This design comes from an exercise in tuning for a short achievable clock period and few clock cycles on the open sky130 flow, not from production work.
Only simulation tests tie the RTL to the original design; equivalence was not proved.
Power is estimated from default activity; no workload was simulated.

## flow/design.v (module list and top-level ports; edited modules follow where they fit)
// module mul2s: 1968 lines
// module ksadd: 31 lines
// module mdiv: 72 lines
// module CPU: 416 lines
module CPU(
    input wire clk,
    input wire rst,
    output wire [19:0] instAddr_o,
    input wire [31:0] inst_i,
    output wire [19:0] dataAddr_o,
    output wire data_WE_n_o,
    output wire data_OE_n_o,
    output wire data_CE_n_o,
    output wire [3:0] data_be_n_o,
    output wire [31:0] data_o,
    input wire [31:0] data_i
);
  // ...
==> flow/flow/run.sh <==
#!/bin/bash
# The standard layout (standard.sh: the standard flow's own synthesis and ORFS steps),
# with the timing repair aiming for more setup slack than the default, so
# that the layout is optimised well below the design's clock period. The
# clock period and all constraints are the design's (constraint.sdc).
set -euo pipefail
bash standard.sh SETUP_SLACK_MARGIN=13 finish > standard_flow.log 2>&1
==> flow/standard.sh <==
#!/bin/bash
# synth_recipe.tcl (not shown) runs the flow's synth.tcl, then flattens the netlist and writes it again
# the make line also repeats each setting of config.mk as NAME=value (left out here)
make -C /OpenROAD-flow-scripts/flow DESIGN_CONFIG=/design/flow/config.mk WORK_HOME=/design/flow/orfs CLKGATE_MAP_FILE= SYNTH_SCRIPT=/design/flow/synth_recipe.tcl "${@:-finish}"
==> flow/config.mk <==
export PLATFORM = sky130hd
export DESIGN_NAME = CPU
export DESIGN_NICKNAME = CPU
export VERILOG_FILES = /design/flow/design.v
export SDC_FILE = /design/flow/constraint.sdc
export NUM_CORES = 8
export LEC_CHECK = 0
export CAP_MARGIN = 50
export CORE_MARGIN = 2
export CORE_UTILIZATION = 40
export PLACE_DENSITY = 0.6
export SLEW_MARGIN = 50
==> flow/constraint.sdc <==
create_clock -name core_clock -period 17.0 [get_ports {clk}]
set_input_delay 3.4000 -clock core_clock [delete_from_list [all_inputs] [get_ports {clk}]]
set_output_delay 3.4000 -clock core_clock [all_outputs]
set_load 0.01 [all_outputs]
==> summary.txt, run 1 <==
Comb pwr share: 0.288
DRT antenna net count: 0
Hold EP: m_ltype[1]
TritonCTS buffer count: 208
Synth Area in XOR/XNOR: 0.0343
Met2 GRT Util: 0.567
WL per Instance: 36.5 um
Top cells by area in the synthesized netlist: edfxtp_1, dfxtp_1, mux4_2
Biggest regs: rf (1024), div0.b3 (34)
Internal: 9210 uW
CTS max path bufs: 4
Hold_ws: 0.332 ns
Cells after Synth: 15000
Main synth FF type: edfxtp_1
Reg-to-reg startpoint: e_db[0]
Die ar.: 0.357 sq mm
Relative slew margins: 0.372
Peak supply drop: 0.0000843 V
Clock root cell: clkbuf_16
Seq power: 5160 uW
Number of synthesis warnings: 7
Register area: 0.0513 sq mm
Outcome: timing/DRC/antenna clean
Tap cells: 4599
Postcts setup bufs: 883
Setup TNS: 0 ns
Crit share post-route: 0.335
Most common cell after layout, fill and taps aside: edfxtp_1
Largest register FFs: 1024
Met3 routed WL: 114000 um
Post-Synth Adder-Cell Area: 0.112
Worst-Margin Slew: 0.942 ns
Vias: 142000
Leakage: 0.0701 uW
Post-synthesis sequential area ratio: 0.362
Setup Viol. Count Final: 0
Share of layout cells above drive strength 1: 0.310
First-pass GRT wire length: 1010000 um
Clk_skew: 0.112 ns
Met3 GRT Util: 0.151
Largest net degree at the start of global routing: 123
Place WS: 9.02 ns
M1 WL: 261000 um
Testbench counts, summed over its fixed seeds: cycles 36,446.
==> module mdiv, before the edit <==
module mdiv(
    input wire clk,
    input wire rst,
    input wire start,           
    input wire [31:0] na,       
    input wire [31:0] nb,       
    output wire busy,           
    output wire done,           
    output wire [31:0] q,
    output wire [31:0] r
);
    reg        run;
    reg [31:0] rr, qq;
    reg [31:0] bb;              
    reg [33:0] b3;              
    reg [4:0]  digits;          
    function [5:0] clz;
        input [31:0] v;
        integer i;
        begin
            clz = 6'd32;
            for (i = 0; i < 32; i = i + 1)
                if (v[i]) clz = 6'd31 - i[5:0];
        end
    endfunction
    wire [5:0] zn = clz(na);
    wire [5:0] zd = clz(nb);
    wire       dsmall = zd < zn;          
    wire [5:0] kk = zd - zn;
    wire [4:0] m  = {kk[4:1], 1'b0};      
    wire [31:0] b0 = nb << m;
    wire [33:0] nb3;
    ksadd #(34) mul3(.a({2'b0, nb}), .b({1'b0, nb, 1'b0}), .ci(1'b0), .s(nb3), .co());
    wire [33:0] b30 = nb3 << m;
    wire [4:0] nd0 = {1'b0, m[4:1]} + 5'd1;
    wire [33:0] d1, d2, d3;
    wire c1, c2, c3;            
    ksadd #(34) sub1(.a({2'b0, rr}), .b(~{2'b0, bb}), .ci(1'b1), .s(d1), .co(c1));
    ksadd #(34) sub2(.a({2'b0, rr}), .b(~{1'b0, bb, 1'b0}), .ci(1'b1), .s(d2), .co(c2));
    ksadd #(34) sub3(.a({2'b0, rr}), .b(~b3), .ci(1'b1), .s(d3), .co(c3));
    wire [1:0]  dig = c3 ? 2'd3 : c2 ? 2'd2 : c1 ? 2'd1 : 2'd0;
    wire [31:0] rn  = c3 ? d3[31:0] : c2 ? d2[31:0] : c1 ? d1[31:0] : rr;
    wire last = digits == 5'd1;
    assign busy = run;
    assign done = (start && dsmall) || (run && last);
    assign q = run ? {qq[29:0], dig} : 32'b0;
    assign r = run ? rn : na;
    always @(posedge clk) begin
        if (rst) begin
            run <= 1'b0;
        end else if (start) begin
            run <= !dsmall;
        end else if (run && last) begin
            run <= 1'b0;
        end
    end
    always @(posedge clk) begin
        if (start) begin
            rr <= na;
            qq <= 32'b0;
            bb <= b0;
            b3 <= b30;
            digits <= nd0;
        end else if (run) begin
            rr <= rn;
            qq <= {qq[29:0], dig};
            bb <= bb >> 2;
            b3 <= b3 >> 2;
            digits <= digits - 5'd1;
        end
    end
endmodule
==> inputs of run 2 (changes only) <==
--- a/flow/design.v
+++ b/flow/design.v
@@ -2000,80 +2000,158 @@
 module mdiv(
     input wire clk,
     input wire rst,
     input wire start,           
     input wire [31:0] na,       
     input wire [31:0] nb,       
     output wire busy,           
     output wire done,           
+    output wire zero_q,         
     output wire [31:0] q,
     output wire [31:0] r
 );
     reg        run;
     reg [31:0] rr, qq;
-    reg [31:0] bb;              
-    reg [33:0] b3;              
-    reg [4:0]  digits;          
-    function [5:0] clz;
-        input [31:0] v;
-        integer i;
-        begin
-            clz = 6'd32;
-            for (i = 0; i < 32; i = i + 1)
-                if (v[i]) clz = 6'd31 - i[5:0];
-        end
-    endfunction
-    wire [5:0] zn = clz(na);
-    wire [5:0] zd = clz(nb);
-    wire       dsmall = zd < zn;          
+    reg [33:0] bo1;           
+    reg [33:0] bo3;           
+    reg [5:0]  digits;          
+    wire [5:0] zn, zd;
+    lzc32 lzn(.v(na), .n(zn));
+    lzc32 lzd(.v(nb), .n(zd));
+    wire       nge;
+    ksadd #(32) cmp0(.a(na), .b(~nb), .ci(1'b1), .s(), .co(nge));   
+    assign zero_q = !nge;
     wire [5:0] kk = zd - zn;
-    wire [4:0] m  = {kk[4:1], 1'b0};      
-    wire [31:0] b0 = nb << m;
-    wire [33:0] nb3;
-    ksadd #(34) mul3(.a({2'b0, nb}), .b({1'b0, nb, 1'b0}), .ci(1'b0), .s(nb3), .co());
-    wire [33:0] b30 = nb3 << m;
-    wire [4:0] nd0 = {1'b0, m[4:1]} + 5'd1;
-    wire [33:0] d1, d2, d3;
-    wire c1, c2, c3;            
-    ksadd #(34) sub1(.a({2'b0, rr}), .b(~{2'b0, bb}), .ci(1'b1), .s(d1), .co(c1));
-    ksadd #(34) sub2(.a({2'b0, rr}), .b(~{1'b0, bb, 1'b0}), .ci(1'b1), .s(d2), .co(c2));
-    ksadd #(34) sub3(.a({2'b0, rr}), .b(~b3), .ci(1'b1), .s(d3), .co(c3));
-    wire [1:0]  dig = c3 ? 2'd3 : c2 ? 2'd2 : c1 ? 2'd1 : 2'd0;
-    wire [31:0] rn  = c3 ? d3[31:0] : c2 ? d2[31:0] : c1 ? d1[31:0] : rr;
-    wire last = digits == 5'd1;
+    reg  [5:0] m, nd0;          
+    always @(*) begin
+        case (kk)
+            6'd0: begin m = 6'd0; nd0 = 6'd1; end
+            6'd1: begin m = 6'd0; nd0 = 6'd1; end
+            6'd2: begin m = 6'd2; nd0 = 6'd2; end
+            6'd3: begin m = 6'd2; nd0 = 6'd2; end
+            6'd4: begin m = 6'd4; nd0 = 6'd3; end
+            6'd5: begin m = 6'd4; nd0 = 6'd3; end
+            6'd6: begin m = 6'd6; nd0 = 6'd4; end
+            6'd7: begin m = 6'd6; nd0 = 6'd4; end
+            6'd8: begin m = 6'd8; nd0 = 6'd5; end
+            6'd9: begin m = 6'd8; nd0 = 6'd5; end
+            6'd10: begin m = 6'd10; nd0 = 6'd6; end
+            6'd11: begin m = 6'd10; nd0 = 6'd6; end
+            6'd12: begin m = 6'd12; nd0 = 6'd7; end
+            6'd13: begin m = 6'd12; nd0 = 6'd7; end
+            6'd14: begin m = 6'd14; nd0 = 6'd8; end
+            6'd15: begin m = 6'd14; nd0 = 6'd8; end
+            6'd16: begin m = 6'd16; nd0 = 6'd9; end
+            6'd17: begin m = 6'd16; nd0 = 6'd9; end
+            6'd18: begin m = 6'd18; nd0 = 6'd10; end
+            6'd19: begin m = 6'd18; nd0 = 6'd10; end
+            6'd20: begin m = 6'd20; nd0 = 6'd11; end
+            6'd21: begin m = 6'd20; nd0 = 6'd11; end
+            6'd22: begin m = 6'd22; nd0 = 6'd12; end
+            6'd23: begin m = 6'd22; nd0 = 6'd12; end
+            6'd24: begin m = 6'd24; nd0 = 6'd13; end
+            6'd25: begin m = 6'd24; nd0 = 6'd13; end
+            6'd26: begin m = 6'd26; nd0 = 6'd14; end
+            6'd27: begin m = 6'd26; nd0 = 6'd14; end
+            6'd28: begin m = 6'd28; nd0 = 6'd15; end
+            6'd29: begin m = 6'd28; nd0 = 6'd15; end
+            6'd30: begin m = 6'd30; nd0 = 6'd16; end
+            6'd31: begin m = 6'd30; nd0 = 6'd16; end
+            6'd32: begin m = 6'd32; nd0 = 6'd17; end
+            default: begin m = 6'd0; nd0 = 6'd1; end
+        endcase
+    end
+    wire [33:0] b1 = {2'b0, nb};
+    wire [33:0] b3;
+    ksadd #(34) mk3(.a(b1 << 2), .b(~b1), .ci(1'b1), .s(b3), .co());
+    wire [33:0] bm1 = bo1;
+    wire [33:0] df1;
+    wire ge1;
+    ksadd #(34) sub1(.a({2'b0, rr}), .b(~bm1), .ci(1'b1), .s(df1), .co(ge1));
+    wire [33:0] bm2 = (bo1 << 1);
+    wire [33:0] df2;
+    wire ge2;
+    ksadd #(34) sub2(.a({2'b0, rr}), .b(~bm2), .ci(1'b1), .s(df2), .co(ge2));
+    wire [33:0] bm3 = bo3;
+    wire [33:0] df3;
+    wire ge3;
+    ksadd #(34) sub3(.a({2'b0, rr}), .b(~bm3), .ci(1'b1), .s(df3), .co(ge3));
+    wire sel0 = 1'b1 & ~ge1;
+    wire sel1 = ge1 & ~ge2;
+    wire sel2 = ge2 & ~ge3;
+    wire sel3 = ge3 & ~1'b0;
+    wire [1:0] dig = {(sel2 | sel3), (sel1 | sel3)};
+    wire [31:0] rn = ({32{sel0}} & rr)
+                   | ({32{sel1}} & df1[31:0])
+                   | ({32{sel2}} & df2[31:0])
+                   | ({32{sel3}} & df3[31:0]);
+    wire last = digits == 6'd1;
     assign busy = run;
-    assign done = (start && dsmall) || (run && last);
+    assign done = (start && zero_q) || (run && last);
     assign q = run ? {qq[29:0], dig} : 32'b0;
     assign r = run ? rn : na;
     always @(posedge clk) begin
         if (rst) begin
             run <= 1'b0;
         end else if (start) begin
-            run <= !dsmall;
+            run <= !zero_q;
         end else if (run && last) begin
             run <= 1'b0;
         end
     end
     always @(posedge clk) begin
         if (start) begin
             rr <= na;
             qq <= 32'b0;
-            bb <= b0;
-            b3 <= b30;
+            bo1 <= b1 << m;
+            bo3 <= b3 << m;
             digits <= nd0;
         end else if (run) begin
             rr <= rn;
             qq <= {qq[29:0], dig};
-            bb <= bb >> 2;
-            b3 <= b3 >> 2;
-            digits <= digits - 5'd1;
+            bo1 <= bo1 >> 2;
+            bo3 <= bo3 >> 2;
+            digits <= digits - 6'd1;
         end
     end
 endmodule
+module lzc32(
+    input wire [31:0] v,
+    output wire [5:0] n
+);
+    wire [7:0] z4;
+    wire [15:0] c4;             
+    genvar i;
+    generate
+        for (i = 0; i < 8; i = i + 1) begin : nib
+            wire [3:0] x = v[4*i +: 4];
+            assign z4[i] = ~|x;
+            assign c4[2*i +: 2] = x[3] ? 2'd0 : x[2] ? 2'd1 : x[1] ? 2'd2 : 2'd3;
+        end
+    endgenerate
+    wire [3:0] z8;
+    wire [11:0] c8;             
+    generate
+        for (i = 0; i < 4; i = i + 1) begin : byt
+            assign z8[i] = z4[2*i+1] & z4[2*i];
+            assign c8[3*i +: 3] = z4[2*i+1] ? {1'b1, c4[4*i +: 2]} : {1'b0, c4[4*i+2 +: 2]};
+        end
+    endgenerate
+    wire [1:0] z16;
+    wire [7:0] c16;             
+    generate
+        for (i = 0; i < 2; i = i + 1) begin : hlf
+            assign z16[i] = z8[2*i+1] & z8[2*i];
+            assign c16[4*i +: 4] = z8[2*i+1] ? {1'b1, c8[6*i +: 3]} : {1'b0, c8[6*i+3 +: 3]};
+        end
+    endgenerate
+    wire [4:0] c32 = z16[1] ? {1'b1, c16[3:0]} : {1'b0, c16[7:4]};
+    assign n = (z16[1] & z16[0]) ? 6'd32 : {1'b0, c32};
+endmodule
 module CPU(
     input wire clk,
     input wire rst,
     output wire [19:0] instAddr_o,
     input wire [31:0] inst_i,
     output wire [19:0] dataAddr_o,
     output wire data_WE_n_o,
     output wire data_OE_n_o,
@@ -2085,40 +2163,37 @@
     reg [31:0] pc;
     reg [31:0] d_inst, d_pc, d_pc4;
     reg        e_wen;           
     reg [4:0]  e_dst;
     reg        e_load;
     reg [2:0]  e_ltype;         
     reg        e_store;
     reg [1:0]  e_stype;         
-    reg [15:0] e_imm;
+    reg [19:0] e_addr;          
+    reg [31:0] e_sdata;
+    reg        e_we_n, e_oe_n, e_ce_n;
+    reg [3:0]  e_be_n;
     reg [31:0] e_a, e_b;
     reg        e_fa_m, e_fa_w, e_fb_m, e_fb_w;
     reg [13:0] e_op;            
     reg        e_mthi, e_mtlo, e_mult, e_div, e_sgn;
     reg [31:0] e_ma, e_mb;      
     reg        e_msgn;
     reg [31:0] e_da, e_db;      
     reg        e_nq, e_nr;      
     reg        e_late;          
     reg        e_brl;           
     reg [2:0]  e_cond;
     reg        e_pred;          
     reg [31:0] e_alt;           
     reg        e_lhi;
     reg        m_wen;
     reg [4:0]  m_dst;
-    reg        m_load;
-    reg [2:0]  m_ltype;
     reg [31:0] m_res;
-    reg [19:0] m_addr;
-    reg [31:0] m_sdata;
-    reg        m_we_n, m_oe_n, m_ce_n;
-    reg [3:0]  m_be_n;
     reg        m_mult;
     reg        m_late, m_lhi;
     reg        w_wen;
     reg [4:0]  w_dst;
     reg [31:0] w_res;
     reg [31:0] hi, lo;          
     reg        hi_n, lo_n;      
     reg        dv_nq, dv_nr;
@@ -2133,113 +2208,143 @@
     wire [4:0]  rd     = d_inst[15:11];
     wire [4:0]  shamt  = d_inst[10:6];
     wire [5:0]  funct  = d_inst[5:0];
     wire [15:0] imm16  = d_inst[15:0];
     wire [31:0] simm   = {{16{imm16[15]}}, imm16};
     wire [31:0] zimm   = {16'b0, imm16};
     wire [31:0] pc4    = d_pc4;
     wire [31:0] pc8    = d_pc4 + 32'd4;
-    reg        rs_use, rt_use;  
-    reg [1:0]  a_sel;           
-    reg [1:0]  b_sel;           
-    reg [31:0] b_imm;
-    reg        i_wen;
-    reg [4:0]  i_dst;
-    reg        i_load, i_store;
-    reg [2:0]  i_ltype;
-    reg [1:0]  i_stype;
-    reg [13:0] i_op;
-    reg        i_mthi, i_mtlo, i_mult, i_div, i_sgn, i_mf;
-    reg        i_br, i_jr, i_j;        
-    reg [2:0]  i_cond;                 
+    wire [31:0] f_inst  = inst_i;
+    wire [5:0]  f_op    = f_inst[31:26];
+    wire [4:0]  f_rs    = f_inst[25:21];
+    wire [4:0]  f_rt    = f_inst[20:16];
+    wire [4:0]  f_rd    = f_inst[15:11];
+    wire [5:0]  f_funct = f_inst[5:0];
+    reg        f_rs_use, f_rt_use;  
+    reg [1:0]  f_a_sel;           
+    reg [1:0]  f_b_sel;           
+    reg [2:0]  f_b_kind;          
+    reg        f_i_wen;
+    reg [4:0]  f_i_dst;
+    reg        f_i_load, f_i_store;
+    reg [2:0]  f_i_ltype;
+    reg [1:0]  f_i_stype;
+    reg [13:0] f_i_op;
+    reg        f_i_mthi, f_i_mtlo, f_i_mult, f_i_div, f_i_sgn, f_i_mf;
+    reg        f_i_br, f_i_jr, f_i_j;        
+    reg [2:0]  f_i_cond;                 
     always @(*) begin
-        rs_use = 1'b0; rt_use = 1'b0; a_sel = 2'd2; b_sel = 2'd2;
-        b_imm = 32'b0;
-        i_wen = 1'b0; i_dst = rd;
-        i_load = 1'b0; i_store = 1'b0; i_ltype = 3'd0; i_stype = 2'd0;
-        i_op = 14'b0;
-        i_mthi = 1'b0; i_mtlo = 1'b0; i_mult = 1'b0; i_div = 1'b0; i_sgn = 1'b0; i_mf = 1'b0;
-        i_br = 1'b0; i_jr = 1'b0; i_j = 1'b0; i_cond = 3'd0;
-        case (op)
+        f_rs_use = 1'b0; f_rt_use = 1'b0; f_a_sel = 2'd2; f_b_sel = 2'd2;
+        f_b_kind = 3'd0;
+        f_i_wen = 1'b0; f_i_dst = f_rd;
+        f_i_load = 1'b0; f_i_store = 1'b0; f_i_ltype = 3'd0; f_i_stype = 2'd0;
+        f_i_op = 14'b0;
+        f_i_mthi = 1'b0; f_i_mtlo = 1'b0; f_i_mult = 1'b0; f_i_div = 1'b0; f_i_sgn = 1'b0; f_i_mf = 1'b0;
+        f_i_br = 1'b0; f_i_jr = 1'b0; f_i_j = 1'b0; f_i_cond = 3'd0;
+        case (f_op)
             6'h00: begin
-                case (funct)
-                    6'h20, 6'h21: begin rs_use = 1; a_sel = 0; rt_use = 1; b_sel = 0; i_wen = 1; i_op[OP_ADD] = 1; end
-                    6'h22, 6'h23: begin rs_use = 1; a_sel = 0; rt_use = 1; b_sel = 0; i_wen = 1; i_op[OP_SUB] = 1; end
-                    6'h24: begin rs_use = 1; a_sel = 0; rt_use = 1; b_sel = 0; i_wen = 1; i_op[OP_AND] = 1; end
-                    6'h25: begin rs_use = 1; a_sel = 0; rt_use = 1; b_sel = 0; i_wen = 1; i_op[OP_OR] = 1; end
-                    6'h26: begin rs_use = 1; a_sel = 0; rt_use = 1; b_sel = 0; i_wen = 1; i_op[OP_XOR] = 1; end
-                    6'h27: begin rs_use = 1; a_sel = 0; rt_use = 1; b_sel = 0; i_wen = 1; i_op[OP_NOR] = 1; end
-                    6'h2A: begin rs_use = 1; a_sel = 0; rt_use = 1; b_sel = 0; i_wen = 1; i_op[OP_SLT] = 1; end
-                    6'h2B: begin rs_use = 1; a_sel = 0; rt_use = 1; b_sel = 0; i_wen = 1; i_op[OP_SLTU] = 1; end
-                    6'h00: begin rt_use = 1; a_sel = 1; b_imm = {27'b0, shamt}; i_wen = 1; i_op[OP_SLL] = 1; end
-                    6'h02: begin rt_use = 1; a_sel = 1; b_imm = {27'b0, shamt}; i_wen = 1; i_op[OP_SRL] = 1; end
-                    6'h03: begin rt_use = 1; a_sel = 1; b_imm = {27'b0, shamt}; i_wen = 1; i_op[OP_SRA] = 1; end
-                    6'h04: begin rt_use = 1; a_sel = 1; rs_use = 1; b_sel = 1; i_wen = 1; i_op[OP_SLL] = 1; end
-                    6'h06: begin rt_use = 1; a_sel = 1; rs_use = 1; b_sel = 1; i_wen = 1; i_op[OP_SRL] = 1; end
-                    6'h07: begin rt_use = 1; a_sel = 1; rs_use = 1; b_sel = 1; i_wen = 1; i_op[OP_SRA] = 1; end
-                    6'h18: begin rs_use = 1; a_sel = 0; rt_use = 1; b_sel = 0; i_mult = 1; i_sgn = 1; end
-                    6'h19: begin rs_use = 1; a_sel = 0; rt_use = 1; b_sel = 0; i_mult = 1; end
-                    6'h1A: begin rs_use = 1; a_sel = 0; rt_use = 1; b_sel = 0; i_div = 1; i_sgn = 1; end
-                    6'h1B: begin rs_use = 1; a_sel = 0; rt_use = 1; b_sel = 0; i_div = 1; end
-                    6'h10: begin i_wen = 1; i_op[OP_MFHI] = 1; i_mf = 1; end
-                    6'h12: begin i_wen = 1; i_op[OP_MFLO] = 1; i_mf = 1; end
-                    6'h11: begin rs_use = 1; a_sel = 0; i_mthi = 1; end
-                    6'h13: begin rs_use = 1; a_sel = 0; i_mtlo = 1; end
-                    6'h08: begin rs_use = 1; a_sel = 0; i_jr = 1; end
-                    6'h09: begin rs_use = 1; a_sel = 0; i_jr = 1; i_wen = 1; b_imm = pc8; i_op[OP_PASSB] = 1; end
+                case (f_funct)
+                    6'h20, 6'h21: begin f_rs_use = 1; f_a_sel = 0; f_rt_use = 1; f_b_sel = 0; f_i_wen = 1; f_i_op[OP_ADD] = 1; end
+                    6'h22, 6'h23: begin f_rs_use = 1; f_a_sel = 0; f_rt_use = 1; f_b_sel = 0; f_i_wen = 1; f_i_op[OP_SUB] = 1; end
+                    6'h24: begin f_rs_use = 1; f_a_sel = 0; f_rt_use = 1; f_b_sel = 0; f_i_wen = 1; f_i_op[OP_AND] = 1; end
+                    6'h25: begin f_rs_use = 1; f_a_sel = 0; f_rt_use = 1; f_b_sel = 0; f_i_wen = 1; f_i_op[OP_OR] = 1; end
+                    6'h26: begin f_rs_use = 1; f_a_sel = 0; f_rt_use = 1; f_b_sel = 0; f_i_wen = 1; f_i_op[OP_XOR] = 1; end
+                    6'h27: begin f_rs_use = 1; f_a_sel = 0; f_rt_use = 1; f_b_sel = 0; f_i_wen = 1; f_i_op[OP_NOR] = 1; end
+                    6'h2A: begin f_rs_use = 1; f_a_sel = 0; f_rt_use = 1; f_b_sel = 0; f_i_wen = 1; f_i_op[OP_SLT] = 1; end
+                    6'h2B: begin f_rs_use = 1; f_a_sel = 0; f_rt_use = 1; f_b_sel = 0; f_i_wen = 1; f_i_op[OP_SLTU] = 1; end
+                    6'h00: begin f_rt_use = 1; f_a_sel = 1; f_b_kind = 3'd1; f_i_wen = 1; f_i_op[OP_SLL] = 1; end
+                    6'h02: begin f_rt_use = 1; f_a_sel = 1; f_b_kind = 3'd1; f_i_wen = 1; f_i_op[OP_SRL] = 1; end
+                    6'h03: begin f_rt_use = 1; f_a_sel = 1; f_b_kind = 3'd1; f_i_wen = 1; f_i_op[OP_SRA] = 1; end
+                    6'h04: begin f_rt_use = 1; f_a_sel = 1; f_rs_use = 1; f_b_sel = 1; f_i_wen = 1; f_i_op[OP_SLL] = 1; end
+                    6'h06: begin f_rt_use = 1; f_a_sel = 1; f_rs_use = 1; f_b_sel = 1; f_i_wen = 1; f_i_op[OP_SRL] = 1; end
+                    6'h07: begin f_rt_use = 1; f_a_sel = 1; f_rs_use = 1; f_b_sel = 1; f_i_wen = 1; f_i_op[OP_SRA] = 1; end
+                    6'h18: begin f_rs_use = 1; f_a_sel = 0; f_rt_use = 1; f_b_sel = 0; f_i_mult = 1; f_i_sgn = 1; end
+                    6'h19: begin f_rs_use = 1; f_a_sel = 0; f_rt_use = 1; f_b_sel = 0; f_i_mult = 1; end
+                    6'h1A: begin f_rs_use = 1; f_a_sel = 0; f_rt_use = 1; f_b_sel = 0; f_i_div = 1; f_i_sgn = 1; end
+                    6'h1B: begin f_rs_use = 1; f_a_sel = 0; f_rt_use = 1; f_b_sel = 0; f_i_div = 1; end
+                    6'h10: begin f_i_wen = 1; f_i_op[OP_MFHI] = 1; f_i_mf = 1; end
+                    6'h12: begin f_i_wen = 1; f_i_op[OP_MFLO] = 1; f_i_mf = 1; end
+                    6'h11: begin f_rs_use = 1; f_a_sel = 0; f_i_mthi = 1; end
+                    6'h13: begin f_rs_use = 1; f_a_sel = 0; f_i_mtlo = 1; end
+                    6'h08: begin f_rs_use = 1; f_a_sel = 0; f_i_jr = 1; end
+                    6'h09: begin f_rs_use = 1; f_a_sel = 0; f_i_jr = 1; f_i_wen = 1; f_b_kind = 3'd5; f_i_op[OP_PASSB] = 1; end
                     default: ;
                 endcase
             end
             6'h01: begin
-                case (rt)
-                    5'h00: begin rs_use = 1; a_sel = 0; i_br = 1; i_cond = 3'd4; end
-                    5'h01: begin rs_use = 1; a_sel = 0; i_br = 1; i_cond = 3'd5; end
-                    5'h10: begin rs_use = 1; a_sel = 0; i_br = 1; i_cond = 3'd4; i_wen = 1; i_dst = 5'd31; b_imm = pc8; i_op[OP_PASSB] = 1; end
-                    5'h11: begin rs_use = 1; a_sel = 0; i_br = 1; i_cond = 3'd5; i_wen = 1; i_dst = 5'd31; b_imm = pc8; i_op[OP_PASSB] = 1; end
+                case (f_rt)
+                    5'h00: begin f_rs_use = 1; f_a_sel = 0; f_i_br = 1; f_i_cond = 3'd4; end
+                    5'h01: begin f_rs_use = 1; f_a_sel = 0; f_i_br = 1; f_i_cond = 3'd5; end
+                    5'h10: begin f_rs_use = 1; f_a_sel = 0; f_i_br = 1; f_i_cond = 3'd4; f_i_wen = 1; f_i_dst = 5'd31; f_b_kind = 3'd5; f_i_op[OP_PASSB] = 1; end
+                    5'h11: begin f_rs_use = 1; f_a_sel = 0; f_i_br = 1; f_i_cond = 3'd5; f_i_wen = 1; f_i_dst = 5'd31; f_b_kind = 3'd5; f_i_op[OP_PASSB] = 1; end
                     default: ;
                 endcase
             end
-            6'h02: begin i_j = 1; end
-            6'h03: begin i_j = 1; i_wen = 1; i_dst = 5'd31; b_imm = pc8; i_op[OP_PASSB] = 1; end
-            6'h04: begin rs_use = 1; a_sel = 0; rt_use = 1; b_sel = 0; i_br = 1; i_cond = 3'd0; end
-            6'h05: begin rs_use = 1; a_sel = 0; rt_use = 1; b_sel = 0; i_br = 1; i_cond = 3'd1; end
-            6'h06: begin rs_use = 1; a_sel = 0; i_br = 1; i_cond = 3'd2; end
-            6'h07: begin rs_use = 1; a_sel = 0; i_br = 1; i_cond = 3'd3; end
-            6'h08, 6'h09: begin rs_use = 1; a_sel = 0; b_imm = simm; i_wen = 1; i_dst = rt; i_op[OP_ADD] = 1; end
-            6'h0A: begin rs_use = 1; a_sel = 0; b_imm = simm; i_wen = 1; i_dst = rt; i_op[OP_SLT] = 1; end
-            6'h0B: begin rs_use = 1; a_sel = 0; b_imm = simm; i_wen = 1; i_dst = rt; i_op[OP_SLTU] = 1; end
-            6'h0C: begin rs_use = 1; a_sel = 0; b_imm = zimm; i_wen = 1; i_dst = rt; i_op[OP_AND] = 1; end
-            6'h0D: begin rs_use = 1; a_sel = 0; b_imm = zimm; i_wen = 1; i_dst = rt; i_op[OP_OR] = 1; end
-            6'h0E: begin rs_use = 1; a_sel = 0; b_imm = zimm; i_wen = 1; i_dst = rt; i_op[OP_XOR] = 1; end
-            6'h0F: begin b_imm = {imm16, 16'b0}; i_wen = 1; i_dst = rt; i_op[OP_PASSB] = 1; end
-            6'h23: begin rs_use = 1; a_sel = 0; i_wen = 1; i_dst = rt; i_load = 1; i_ltype = 3'd0; end
-            6'h20: begin rs_use = 1; a_sel = 0; i_wen = 1; i_dst = rt; i_load = 1; i_ltype = 3'd1; end
-            6'h24: begin rs_use = 1; a_sel = 0; i_wen = 1; i_dst = rt; i_load = 1; i_ltype = 3'd2; end
-            6'h21: begin rs_use = 1; a_sel = 0; i_wen = 1; i_dst = rt; i_load = 1; i_ltype = 3'd3; end
-            6'h25: begin rs_use = 1; a_sel = 0; i_wen = 1; i_dst = rt; i_load = 1; i_ltype = 3'd4; end
-            6'h2B: begin rs_use = 1; a_sel = 0; rt_use = 1; b_sel = 0; i_store = 1; i_stype = 2'd0; end
-            6'h28: begin rs_use = 1; a_sel = 0; rt_use = 1; b_sel = 0; i_store = 1; i_stype = 2'd1; end
-            6'h29: begin rs_use = 1; a_sel = 0; rt_use = 1; b_sel = 0; i_store = 1; i_stype = 2'd2; end
+            6'h02: begin f_i_j = 1; end
+            6'h03: begin f_i_j = 1; f_i_wen = 1; f_i_dst = 5'd31; f_b_kind = 3'd5; f_i_op[OP_PASSB] = 1; end
+            6'h04: begin f_rs_use = 1; f_a_sel = 0; f_rt_use = 1; f_b_sel = 0; f_i_br = 1; f_i_cond = 3'd0; end
+            6'h05: begin f_rs_use = 1; f_a_sel = 0; f_rt_use = 1; f_b_sel = 0; f_i_br = 1; f_i_cond = 3'd1; end
+            6'h06: begin f_rs_use = 1; f_a_sel = 0; f_i_br = 1; f_i_cond = 3'd2; end
+            6'h07: begin f_rs_use = 1; f_a_sel = 0; f_i_br = 1; f_i_cond = 3'd3; end
+            6'h08, 6'h09: begin f_rs_use = 1; f_a_sel = 0; f_b_kind = 3'd2; f_i_wen = 1; f_i_dst = f_rt; f_i_op[OP_ADD] = 1; end
+            6'h0A: begin f_rs_use = 1; f_a_sel = 0; f_b_kind = 3'd2; f_i_wen = 1; f_i_dst = f_rt; f_i_op[OP_SLT] = 1; end
+            6'h0B: begin f_rs_use = 1; f_a_sel = 0; f_b_kind = 3'd2; f_i_wen = 1; f_i_dst = f_rt; f_i_op[OP_SLTU] = 1; end
+            6'h0C: begin f_rs_use = 1; f_a_sel = 0; f_b_kind = 3'd3; f_i_wen = 1; f_i_dst = f_rt; f_i_op[OP_AND] = 1; end
+            6'h0D: begin f_rs_use = 1; f_a_sel = 0; f_b_kind = 3'd3; f_i_wen = 1; f_i_dst = f_rt; f_i_op[OP_OR] = 1; end
+            6'h0E: begin f_rs_use = 1; f_a_sel = 0; f_b_kind = 3'd3; f_i_wen = 1; f_i_dst = f_rt; f_i_op[OP_XOR] = 1; end
+            6'h0F: begin f_b_kind = 3'd4; f_i_wen = 1; f_i_dst = f_rt; f_i_op[OP_PASSB] = 1; end
+            6'h23: begin f_rs_use = 1; f_a_sel = 0; f_i_wen = 1; f_i_dst = f_rt; f_i_load = 1; f_i_ltype = 3'd0; end
+            6'h20: begin f_rs_use = 1; f_a_sel = 0; f_i_wen = 1; f_i_dst = f_rt; f_i_load = 1; f_i_ltype = 3'd1; end
+            6'h24: begin f_rs_use = 1; f_a_sel = 0; f_i_wen = 1; f_i_dst = f_rt; f_i_load = 1; f_i_ltype = 3'd2; end
+            6'h21: begin f_rs_use = 1; f_a_sel = 0; f_i_wen = 1; f_i_dst = f_rt; f_i_load = 1; f_i_ltype = 3'd3; end
+            6'h25: begin f_rs_use = 1; f_a_sel = 0; f_i_wen = 1; f_i_dst = f_rt; f_i_load = 1; f_i_ltype = 3'd4; end
+            6'h2B: begin f_rs_use = 1; f_a_sel = 0; f_rt_use = 1; f_b_sel = 0; f_i_store = 1; f_i_stype = 2'd0; end
+            6'h28: begin f_rs_use = 1; f_a_sel = 0; f_rt_use = 1; f_b_sel = 0; f_i_store = 1; f_i_stype = 2'd1; end
+            6'h29: begin f_rs_use = 1; f_a_sel = 0; f_rt_use = 1; f_b_sel = 0; f_i_store = 1; f_i_stype = 2'd2; end
             default: ;
         endcase
     end
-    wire i_wen_nz = i_wen && (i_dst != 5'd0);
-    wire s_nz = rs_use && (rs != 5'd0);
-    wire t_nz = rt_use && (rt != 5'd0);
+    wire f_wen_nz = f_i_wen && (f_i_dst != 5'd0);
+    wire f_s_nz = f_rs_use && (f_rs != 5'd0);
+    wire f_t_nz = f_rt_use && (f_rt != 5'd0);
+    reg        s_nz, t_nz;
+    reg [1:0]  a_sel, b_sel;
+    reg [2:0]  b_kind;
+    reg        i_wen_nz;
+    reg [4:0]  i_dst;
+    reg        i_load, i_store;
+    reg [2:0]  i_ltype;
+    reg [1:0]  i_stype;
+    reg [13:0] i_op;
+    reg        i_mthi, i_mtlo, i_mult, i_div, i_sgn, i_mf;
+    reg        i_br, i_jr, i_j;
+    reg [2:0]  i_cond;
+    reg [31:0] b_imm;
+    always @(*) begin
+        case (b_kind)
+            3'd1: b_imm = {27'b0, shamt};
+            3'd2: b_imm = simm;
+            3'd3: b_imm = zimm;
+            3'd4: b_imm = {imm16, 16'b0};
+            3'd5: b_imm = pc8;
+            default: b_imm = 32'b0;
+        endcase
+    end
     wire s_hit_e = s_nz && e_wen && (e_dst == rs);
     wire t_hit_e = t_nz && e_wen && (e_dst == rt);
-    wire e_lres = e_load | e_late;    
-    wire m_lres = m_load | m_late;
+    wire e_lres = e_late;       
+    wire m_lres = m_late;
     wire s_hit_m = s_nz && m_wen && (m_dst == rs);
     wire t_hit_m = t_nz && m_wen && (m_dst == rt);
     wire s_hit_w = s_nz && w_wen && (w_dst == rs);
     wire t_hit_w = t_nz && w_wen && (w_dst == rt);
-    wire [31:0] rf_s = rf[rs];
-    wire [31:0] rf_t = rf[rt];
+    reg  [31:0] d_sv, d_tv;
+    wire [31:0] rf_s = d_sv;
+    wire [31:0] rf_t = d_tv;
     wire [31:0] id_s = !s_nz ? 32'b0 :
                        (s_hit_m && !m_lres) ? m_res :
                        s_hit_w ? w_res : rf_s;
     wire [31:0] id_t = !t_nz ? 32'b0 :
                        (t_hit_m && !m_lres) ? m_res :
                        t_hit_w ? w_res : rf_t;
     wire [31:0] id_a = (a_sel == 2'd0) ? id_s : (a_sel == 2'd1) ? id_t : 32'b0;
     wire [31:0] id_b = (b_sel == 2'd0) ? id_t : (b_sel == 2'd1) ? id_s : b_imm;
@@ -2284,181 +2389,233 @@
             3'd1: taken_ex = (ex_a != ex_b);
             3'd2: taken_ex = ex_a[31] || (ex_a == 32'b0);
             3'd3: taken_ex = !ex_a[31] && (ex_a != 32'b0);
             3'd4: taken_ex = ex_a[31];
             default: taken_ex = !ex_a[31];
         endcase
     end
     wire mispredict = e_brl && (taken_ex != e_pred);
-    wire [21:0] ex_addr;
-    ksadd #(22) agu(.a(ex_a[21:0]), .b({{6{e_imm[15]}}, e_imm}), .ci(1'b0), .s(ex_addr), .co());
+    wire e_logic = e_op[OP_AND] | e_op[OP_OR] | e_op[OP_XOR] | e_op[OP_NOR] | e_op[OP_PASSB]
+                 | e_op[OP_MFHI] | e_op[OP_MFLO];
+    wire [31:0] ex_logic =
+          ({32{e_op[OP_AND]}}   & (ex_a & ex_b))
+        | ({32{e_op[OP_OR]}}    & (ex_a | ex_b))
+        | ({32{e_op[OP_XOR]}}   & (ex_a ^ ex_b))
+        | ({32{e_op[OP_NOR]}}   & ~(ex_a | ex_b))
+        | ({32{e_op[OP_PASSB]}} & ex_b)
+        | ({32{e_op[OP_MFHI]}}  & hi_v)
+        | ({32{e_op[OP_MFLO]}}  & lo_v);
+    wire [31:0] sum_t = (ex_a ^ ex_b) ^ {ex_a[30:0] | ex_b[30:0], 1'b0};
+    wire        sum_zero = ~|sum_t;    
+    wire        sum_neg = ex_sum[31];
     wire [63:0] mul_res;
     mul2s mul0(.clk(clk), .sgn(e_msgn), .a(e_ma), .b(e_mb), .p(mul_res));
-    assign dataAddr_o  = m_addr;
-    assign data_o      = m_sdata;
-    assign data_WE_n_o = m_we_n;
-    assign data_OE_n_o = m_oe_n;
-    assign data_CE_n_o = m_ce_n;
-    assign data_be_n_o = m_be_n;
+    assign dataAddr_o  = e_addr;
+    assign data_o      = e_sdata;
+    assign data_WE_n_o = e_we_n;
+    assign data_OE_n_o = e_oe_n;
+    assign data_CE_n_o = e_ce_n;
+    assign data_be_n_o = e_be_n;
     reg [31:0] ld_val;
     always @(*) begin
-        case (m_ltype)
+        case (e_ltype)
             3'd1: ld_val = {{24{data_i[7]}}, data_i[7:0]};
             3'd2: ld_val = {24'b0, data_i[31:24]};
             3'd3: ld_val = {{16{data_i[15]}}, data_i[15:0]};
             3'd4: ld_val = {16'b0, data_i[31:16]};
             default: ld_val = data_i;
         endcase
     end
-    wire        dv_busy, dv_done;
+    wire        dv_busy, dv_done, dv_zero_q;
     wire [31:0] dv_q, dv_r;
     mdiv div0(
         .clk(clk), .rst(rst),
         .start(e_div), .na(e_da), .nb(e_db),
-        .busy(dv_busy), .done(dv_done), .q(dv_q), .r(dv_r)
+        .busy(dv_busy), .done(dv_done), .zero_q(dv_zero_q), .q(dv_q), .r(dv_r)
     );
     wire i_hilo = i_mf | i_mthi | i_mtlo | i_mult | i_div;
     wire stall_load = e_lres && (s_hit_e || t_hit_e);
+    wire i_mem = i_load | i_store;
+    wire [31:0] agu_base = s_hit_e ? ex_logic : id_s;    
+    wire [21:0] id_addr;
+    ksadd #(22) agu(.a(agu_base[21:0]), .b(simm[21:0]), .ci(1'b0), .s(id_addr), .co());
+    wire stall_mem = (i_mem && ((s_hit_e && !e_logic) || (s_hit_m && m_lres)))
+                   || (i_store && ((t_hit_e && !e_logic) || (t_hit_m && m_lres)));
+    wire [31:0] fs = s_hit_e ? ex_logic : id_s;
+    wire [31:0] ft = t_hit_e ? ex_logic : id_t;
     wire i_ctl_reg = i_br | i_jr;
     wire i_regop = i_mult | i_div;
-    wire br_late = i_br && (s_hit_e || t_hit_e) && !e_lres;
+    wire br_zadd = (i_cond[2] | i_cond[1]) && s_hit_e && e_op[OP_ADD];
+    wire jr_fwd = i_jr && s_hit_e && e_logic;
+    wire br_late = i_br && (s_hit_e || t_hit_e) && !e_lres && !br_zadd;
     wire stall_br = (i_ctl_reg && m_lres && (s_hit_m || t_hit_m))
-                  || (i_jr && s_hit_e)
-                  || i_regop && ((m_lres && (s_hit_m || t_hit_m)) || s_hit_e || t_hit_e)
+                  || (i_jr && s_hit_e && !e_logic)
+                  || i_regop && ((m_lres && (s_hit_m || t_hit_m)) || ((s_hit_e || t_hit_e) && !e_logic))
                   || (e_brl && (i_br || i_jr || i_j));
-    wire stall_hilo = i_hilo && (e_div || (dv_busy && !dv_done));
-    wire stall = stall_load || stall_br || stall_hilo;
+    wire stall_hilo = i_hilo && ((e_div && !dv_zero_q) || (dv_busy && !dv_done));
+    wire stall = stall_load || stall_br || stall_hilo || stall_mem;
     wire [31:0] br_a = id_s;
     wire [31:0] br_b = id_t;
+    wire ba_neg  = br_zadd ? sum_neg : br_a[31];
+    wire ba_zero = br_zadd ? sum_zero : (br_a == 32'b0);
     reg taken;
     always @(*) begin
         case (i_cond)
             3'd0: taken = (br_a == br_b);
             3'd1: taken = (br_a != br_b);
-            3'd2: taken = br_a[31] || (br_a == 32'b0);
-            3'd3: taken = !br_a[31] && (br_a != 32'b0);
-            3'd4: taken = br_a[31];
-            default: taken = !br_a[31];
+            3'd2: taken = ba_neg || ba_zero;
+            3'd3: taken = !ba_neg && !ba_zero;
+            3'd4: taken = ba_neg;
+            default: taken = !ba_neg;
         endcase
     end
     wire [31:0] br_target;
     ksadd #(32) bta(.a(pc4), .b({simm[29:0], 2'b00}), .ci(1'b0), .s(br_target), .co());
     wire [31:0] j_target  = {pc4[31:28], d_inst[25:0], 2'b00};
     wire pred = simm[31];       
     always @(posedge clk) begin
         if (rst) begin
             pc <= 32'h80000000;
             d_inst <= 32'b0;
             d_pc <= 32'b0;
             d_pc4 <= 32'b0;
+            s_nz <= 1'b0; t_nz <= 1'b0; a_sel <= 2'd2; b_sel <= 2'd2; b_kind <= 3'd0;
+            i_wen_nz <= 1'b0; i_dst <= 5'd0; i_load <= 1'b0; i_store <= 1'b0;
+            i_ltype <= 3'd0; i_stype <= 2'd0; i_op <= 14'b0;
+            i_mthi <= 1'b0; i_mtlo <= 1'b0; i_mult <= 1'b0; i_div <= 1'b0; i_sgn <= 1'b0; i_mf <= 1'b0;
+            i_br <= 1'b0; i_jr <= 1'b0; i_j <= 1'b0; i_cond <= 3'd0;
         end else begin
             if (mispredict) pc <= e_alt;
             else if (!stall) begin
                 if (i_j) pc <= j_target;
-                else if (i_jr) pc <= br_a;
+                else if (i_jr) pc <= jr_fwd ? ex_logic : br_a;
                 else if (i_br && (br_late ? pred : taken)) pc <= br_target;
                 else pc <= pc + 32'd4;
             end
             if (!stall) begin
+                d_sv <= (w_wen && w_dst == f_rs) ? w_res : rf[f_rs];
+                d_tv <= (w_wen && w_dst == f_rt) ? w_res : rf[f_rt];
+            end else begin
+                if (w_wen && w_dst == rs) d_sv <= w_res;
+                if (w_wen && w_dst == rt) d_tv <= w_res;
+            end
+            if (!stall) begin
                 d_inst <= mispredict ? 32'b0 : inst_i;
                 d_pc <= pc;
                 d_pc4 <= pc + 32'd4;
+                s_nz <= f_s_nz && !mispredict;
+                t_nz <= f_t_nz && !mispredict;
+                a_sel <= f_a_sel;
+                b_sel <= f_b_sel;
+                b_kind <= f_b_kind;
+                i_wen_nz <= f_wen_nz && !mispredict;
+                i_dst <= f_i_dst;
+                i_load <= f_i_load && !mispredict;
+                i_store <= f_i_store && !mispredict;
+                i_ltype <= f_i_ltype;
+                i_stype <= f_i_stype;
+                i_op <= mispredict ? 14'b0 : f_i_op;
+                i_mthi <= f_i_mthi && !mispredict;
+                i_mtlo <= f_i_mtlo && !mispredict;
+                i_mult <= f_i_mult && !mispredict;
+                i_div <= f_i_div && !mispredict;
+                i_sgn <= f_i_sgn;
+                i_mf <= f_i_mf && !mispredict;
+                i_br <= f_i_br && !mispredict;
+                i_jr <= f_i_jr && !mispredict;
+                i_j <= f_i_j && !mispredict;
+                i_cond <= f_i_cond;
             end
         end
     end
     always @(posedge clk) begin
         if (rst || stall) begin
             e_wen <= 1'b0;
             e_load <= 1'b0;
             e_store <= 1'b0;
+            e_we_n <= 1'b1;
+            e_oe_n <= 1'b1;
+            e_ce_n <= 1'b1;
+            e_be_n <= 4'b1111;
             e_mthi <= 1'b0;
             e_mtlo <= 1'b0;
             e_mult <= 1'b0;
             e_div <= 1'b0;
             e_late <= 1'b0;
             e_brl <= 1'b0;
             e_op <= 14'b0;
         end else begin
             e_brl <= br_late;
             e_late <= i_mf && e_mult;
             e_wen <= i_wen_nz;
             e_load <= i_load;
             e_store <= i_store;
+            e_we_n <= !i_store;
+            e_oe_n <= !i_load;
+            e_ce_n <= !(i_load || i_store);
+            e_be_n <= !i_store ? 4'b1111 :
+                      (i_stype == 2'd1) ? 4'b1110 :
+                      (i_stype == 2'd2) ? 4'b1100 : 4'b0000;
             e_mthi <= i_mthi;
             e_mtlo <= i_mtlo;
             e_mult <= i_mult;
             e_div <= i_div;
             e_op <= i_op;
         end
         e_dst <= i_dst;
         e_ltype <= i_ltype;
         e_stype <= i_stype;
-        e_imm <= imm16;
+        e_addr <= id_addr[21:2];
+        e_sdata <= ft;
         e_sgn <= i_sgn;
         e_a <= id_a;
         e_b <= id_b;
         e_lhi <= i_op[OP_MFHI];
         e_cond <= i_cond;
         e_pred <= pred;
         e_alt <= pred ? pc + 32'd4 : br_target;
-        if (!stall && i_mult) begin
-            e_ma <= id_s;
-            e_mb <= id_t;
+        if (i_mult) begin
+            e_ma <= fs;
+            e_mb <= ft;
             e_msgn <= i_sgn;
         end
-        if (!stall && i_div) begin
-            e_da <= (i_sgn && id_s[31]) ? (32'b0 - id_s) : id_s;
-            e_db <= (i_sgn && id_t[31]) ? (32'b0 - id_t) : id_t;
-            e_nq <= i_sgn && (id_s[31] ^ id_t[31]);
-            e_nr <= i_sgn && id_s[31];
+        if (i_div) begin
+            e_da <= (i_sgn && fs[31]) ? (32'b0 - fs) : fs;
+            e_db <= (i_sgn && ft[31]) ? (32'b0 - ft) : ft;
+            e_nq <= i_sgn && (fs[31] ^ ft[31]);
+            e_nr <= i_sgn && fs[31];
         end
         e_fa_m <= a_hit_e;
         e_fb_m <= b_hit_e;
         e_fa_w <= a_hit_ml && !a_hit_e;
         e_fb_w <= b_hit_ml && !b_hit_e;
     end
     always @(posedge clk) begin
         if (rst) begin
             m_wen <= 1'b0;
-            m_load <= 1'b0;
             m_mult <= 1'b0;
             m_late <= 1'b0;
-            m_we_n <= 1'b1;
-            m_oe_n <= 1'b1;
-            m_ce_n <= 1'b1;
-            m_be_n <= 4'b1111;
         end else begin
             m_wen <= e_wen;
-            m_load <= e_load;
             m_mult <= e_mult;
             m_late <= e_late;
-            m_we_n <= !e_store;
-            m_oe_n <= !e_load;
-            m_ce_n <= !(e_load || e_store);
-            m_be_n <= !e_store ? 4'b1111 :
-                      (e_stype == 2'd1) ? 4'b1110 :
-                      (e_stype == 2'd2) ? 4'b1100 : 4'b0000;
         end
         m_dst <= e_dst;
         m_lhi <= e_lhi;
-        m_ltype <= e_ltype;
-        m_res <= ex_res;
-        m_addr <= ex_addr[21:2];
-        m_sdata <= ex_b;
+        m_res <= e_load ? ld_val : ex_res;
     end
     always @(posedge clk) begin
         if (rst) begin
             w_wen <= 1'b0;
         end else begin
             w_wen <= m_wen;
         end
         w_dst <= m_dst;
-        w_res <= m_load ? ld_val :
-                 m_late ? (m_lhi ? mul_res[63:32] : mul_res[31:0]) : m_res;
+        w_res <= m_late ? (m_lhi ? mul_res[63:32] : mul_res[31:0]) : m_res;
     end
     always @(posedge clk) begin
         if (w_wen) rf[w_dst] <= w_res;
     end
     always @(posedge clk) begin
         if (e_div) begin
             dv_nq <= e_nq;
             dv_nr <= e_nr;
==> summary.txt, run 2 <==
Post-synthesis sequential area ratio: 0.357 (was 0.362)
Post-synth EDFFs: 1393 (was 1326)
Number of synthesis warnings: 7 (unchanged)
Seq pwr share: 0.441 (was 0.371)
Initial antenna violation count: 74 (was 64)
Final min period: 5.27 ns (was 5.69 ns)
Mean Syn Cell Area: 9.64 sq um (was 9.41 sq um)
Largest net degree at the start of global routing: 177 (was 123)
Worst-Skew Late Latency: 1.03 ns (was 0.95 ns)
Cells after Synth: 15500 (was 15000)
Core area: 0.371 sq mm (was 0.350 sq mm)
GP Congestion: 1.05 (was 1.03)
Area share of the largest cell type after synthesis: 0.281 (was 0.283)
Leakage: 0.0748 uW (was 0.0701 uW)
Setup Viol. Count Final: 0 (unchanged)
Crit Path Class: register to register (unchanged)
Unique masters post-synth: 122 (was 105)
Largest register FFs: 1024 (unchanged)
Setup TNS: 0 ns (unchanged)
Mux share of post-synthesis cell area: 0.129 (was 0.108)
CTS tree: built (unchanged)
Top cells by area in the synthesized netlist: edfxtp_1, mux4_2, dfxtp_1 (was edfxtp_1, dfxtp_1, mux4_2)
Starting Density: 0.401 (was 0.403)
Largest family of logic cells by synthesized area: compound AO/OA/AOI/OAI gates (unchanged)
Clock root cell: clkbuf_16 (unchanged)
Crit. End Element: register (unchanged)
Num ports: 145 (unchanged)
TritonCTS buffer count: 220 (was 208)
Yosys reg bits: 1961 (was 1884)
Setup WS post-layout: 11.73 ns (was 11.31 ns)
CP Data Arrival Time: 6.06 ns (was 6.30 ns)
Post-synthesis async set-or-reset flop share: 0 (unchanged)
GRT overflow: 0 (unchanged)
Sw frac: 0.260 (was 0.338)
TritonCTS Sinks: 1961 (was 1884)
Compound-Gate Fraction of Synth Area: 0.194 (was 0.201)
DRT antenna net count: 0 (unchanged)
Die width: 614 um (was 597 um)
Most common cell after layout, fill and taps aside: edfxtp_1 (unchanged)
DP Area: 0.158 sq mm (was 0.149 sq mm)
Fin. Hold Viols: 0 (unchanged)
RSZ-0062 raised after global routing: true (unchanged)
CTS clk-pin slew, worst paths: 0.07 ns (was 0.06 ns)
H-tree levels: 4 (unchanged)
Comb pwr share: 0.110 (was 0.288)
Total track usage: 0.380 (was 0.400)
Synth Area in XOR/XNOR: 0.0343 (about the same)
Port Buf Inserts: 144 (unchanged)
Clock group share of total power: 0.449 (was 0.341)
Avg Vias per Cell: 6.78 (was 6.84)
Synthesized area: 0.149 sq mm (was 0.141 sq mm)
Vias in the first global route: 133000 (was 129000)
# DRC: 0 (unchanged)
Main synth FF type: edfxtp_1 (unchanged)
Fmax: 0.190 GHz (was 0.176 GHz)
Internal: 8700 uW (was 9210 uW)
Final net count: 17500 (was 16800)
Post-Syn Nets: 16400 (was 15900)
Power, Total: 11800 uW (was 13900 uW)
Detailed Route Iter0 Violations: 24700 (was 24800)
Routed WL: 768000 um (was 756000 um)
Biggest register: rf (unchanged)
Simple-Gate Fraction of Synth Area: 0.117 (was 0.122)
Most frequent cells in the layout: edfxtp_1, nor2_1, nand2_1, a21oi_1, buf_4 (was edfxtp_1, nand2_1, nor2_1, buf_4, a21oi_1)
Peak supply drop: 0.000109 V (was 0.0000843 V)
CP Data Required Time: 17.78 ns (was 17.61 ns)
Clk_skew: 0.132 ns (was 0.112 ns)
WL per Instance: 35.3 um (was 36.5 um)
Final instance area: 0.201 sq mm (was 0.188 sq mm)
Psw: 3060 uW (was 4700 uW)
P&R area growth vs syn: 34.8% (was 33.2%)
Hpwl dp: 455000 um (was 449000 um)
Worst-Margin Slew: 0.926 ns (was 0.942 ns)
Hold buffer count at CTS: 0 (unchanged)
Iteration count of the initial detailed-routing pass: 10 (was 31)
HP Class: register to register (unchanged)
Dominant cell type by area after synthesis: edfxtp_1 (unchanged)
Chip Height: 614 um (was 597 um)
Die ar.: 0.377 sq mm (was 0.357 sq mm)
Startpoint types: register (unchanged)
Vias: 147000 (was 142000)
Max_cap viols: 0 (unchanged)
Crit share post-route: 0.310 (was 0.335)
Synth top cells by count: nor2_1, edfxtp_1, a21oi_1 (was nor2_1, edfxtp_1, nand2_1)
Pins over their slew limit: 0 (unchanged)
Biggest regs: rf (1024), div0.bo1 (34), div0.bo3 (34) (was rf (1024), div0.b3 (34))
Power Density: 58.6 mW/mm^2 (was 74.1 mW/mm^2)
Outcome: timing/DRC/antenna clean (unchanged)
CTS max path bufs: 4 (unchanged)
Place WS: 9.91 ns (was 9.02 ns)
Most frequent cell after synthesis: nor2_1 (unchanged)
First-pass GRT wire length: 1030000 um (was 1010000 um)
# rows: 224 (was 217)
Crit Path Max Fanout: 5 (unchanged)
Relative slew margins: 0.378 (was 0.372)
Post-Synth Adder-Cell Area: 0.109 (was 0.112)
Share of layout cells above drive strength 1: 0.343 (was 0.310)
==> run 2: cell types whose count changed after synthesis, sizes merged, moves of 36 or more <==
cell	change
xnor2	+59
clkbuf	+48
a31oi	+56
a21o	+50
mux2i	-126
mux4	+216
o21ai	-79
a21oi	+212
edfxtp	+67
nand2b	-45
o31ai	+50
a22oi	-138
and3	+36
mux2	+36
==> run 2: final timing paths <==
check	start	to	slack, ns	cells past startpoint
worst min-delay path	e_lhi	m_lhi	0.33	0
worst max register to register	e_fb_w	e_db[31]	11.73	25
worst max-delay path	e_fb_w	e_db[31]	11.73	25
worst min register to register	e_lhi	m_lhi	0.33	0
==> run 2: cell families after synthesis <==
group                    Yosys count
AO/OA/AOI/OAI                   4576
AND/OR/NAND/NOR                 3914
buffers and inverters           2278
flip-flops                      1961
multiplexers                    1100
adder cells (fa/ha/maj)         1042
XOR/XNOR                         579
==> run 2: repair_timing <==
action / 4_1_cts / 5_1_grt
gates resized for setup: 2993 / 1173
setup buffers: 1021 / 362
gates cloned: 226 / 46
setup endpoints to repair: 929 / 745
pin swaps: 664 / 624
==> run 2: critical path, stage by stage, from the launching register on <==
cell      delay, ns
dfxtp_4        0.35
buf_12         0.14
mux2_4         0.30
mux2i_4        0.17
buf_12         0.16
ha_4           0.14
mux2_4         0.30
a221oi_4       0.23
o21ai_1        0.11
a221o_2        0.46
buf_6          0.17
buf_6          0.10
buf_6          0.10
buf_6          0.11
buf_6          0.10
buf_8          0.13
buf_8          0.14
or3_4          0.34
o31ai_4        0.07
o211ai_1       0.13
buf_4          0.21
nor3_4         0.22
nor2b_4        0.27
nand3_4        0.16
or3_1          0.35
a21oi_1        0.12
==> run 2: layout make-up <==
class / count / area (sq um)
Fill cell: 31100 / 171000
Clock inverter: 135 / 1700
Antenna cell: 44 / 110
Sequential cell: 1961 / 53500
Timing Repair Buffer: 2211 / 28400
Clock buffer: 274 / 6080
Inverter: 894 / 3670
Multi-Input combinational cell: 11200 / 101000
Tap cell: 4972 / 6220
Timing Repair inverter: 3 / 41.3
==> run 2: stage by stage <==
stage,utilization,std cells,hold WS (ns)
finish,0.541,21700,0.326
global route,0.540,21700,0.330
CTS,0.515,21300,0.327
detailed placement,0.425,19600,0.314
global placement,0.421,19600,0.314
floorplan,-,15500,0.310
==> run 2: layer usage <==
layer | GRT usage | wire (um)
met1 | 0.475 | 265000
met2 | 0.548 | 315000
met3 | 0.127 | 111000
met4 | 0.278 | 76100
met5 | 0 | 370
==> run 2: power groups by stage <==
stage / registers (uW) / clock network (uW) / logic, uW
after global routing: 5190 / 5440 / 1320
after detailed placement: 5290 / 0 / 859
after global placement: 5300 / 0 / 842
final: 5190 / 5280 / 1290
after floorplan: 5250 / 0 / 599
after CTS: 5180 / 5250 / 1140
Testbench counts of run 2, summed over its fixed seeds: cycles 34,970.

[afterwards: timing with drivers on the ports]
No port has a modelled driver above. Below, the same layouts with a new extraction and two added sets of constraints. Step 1: set_driving_cell puts a clkbuf_16 on clk and a buf_2 on each other input, an assumption about the parent block. Step 2 also shifts input and output timing later by t, the mid clock arrival at the registers, as if the neighbouring blocks saw the same clock. a / b / c = ideal ports / drivers / drivers and shift; a / b = the first two.
run | shift t [ns] | slack for setup (ns) | worst hold slack (ns) | latest minus earliest clock arrival (ns) | cell pins on the clock port's net
run 1 | 0.996 | 11.311 / 11.311 / 11.311 | 0.332 / 0.332 / 0.332 | 0.114 / 0.114 | 1
run 2 | 1.077 | 11.728 / 11.728 / 11.068 | 0.326 / 0.326 / 0.326 | 0.137 / 0.137 | 1
After both steps setup and hold are still met in every run listed. The setup slack of run 2, which loses most, moves by 0.000 ns with the drivers and by -0.660 ns with both steps.
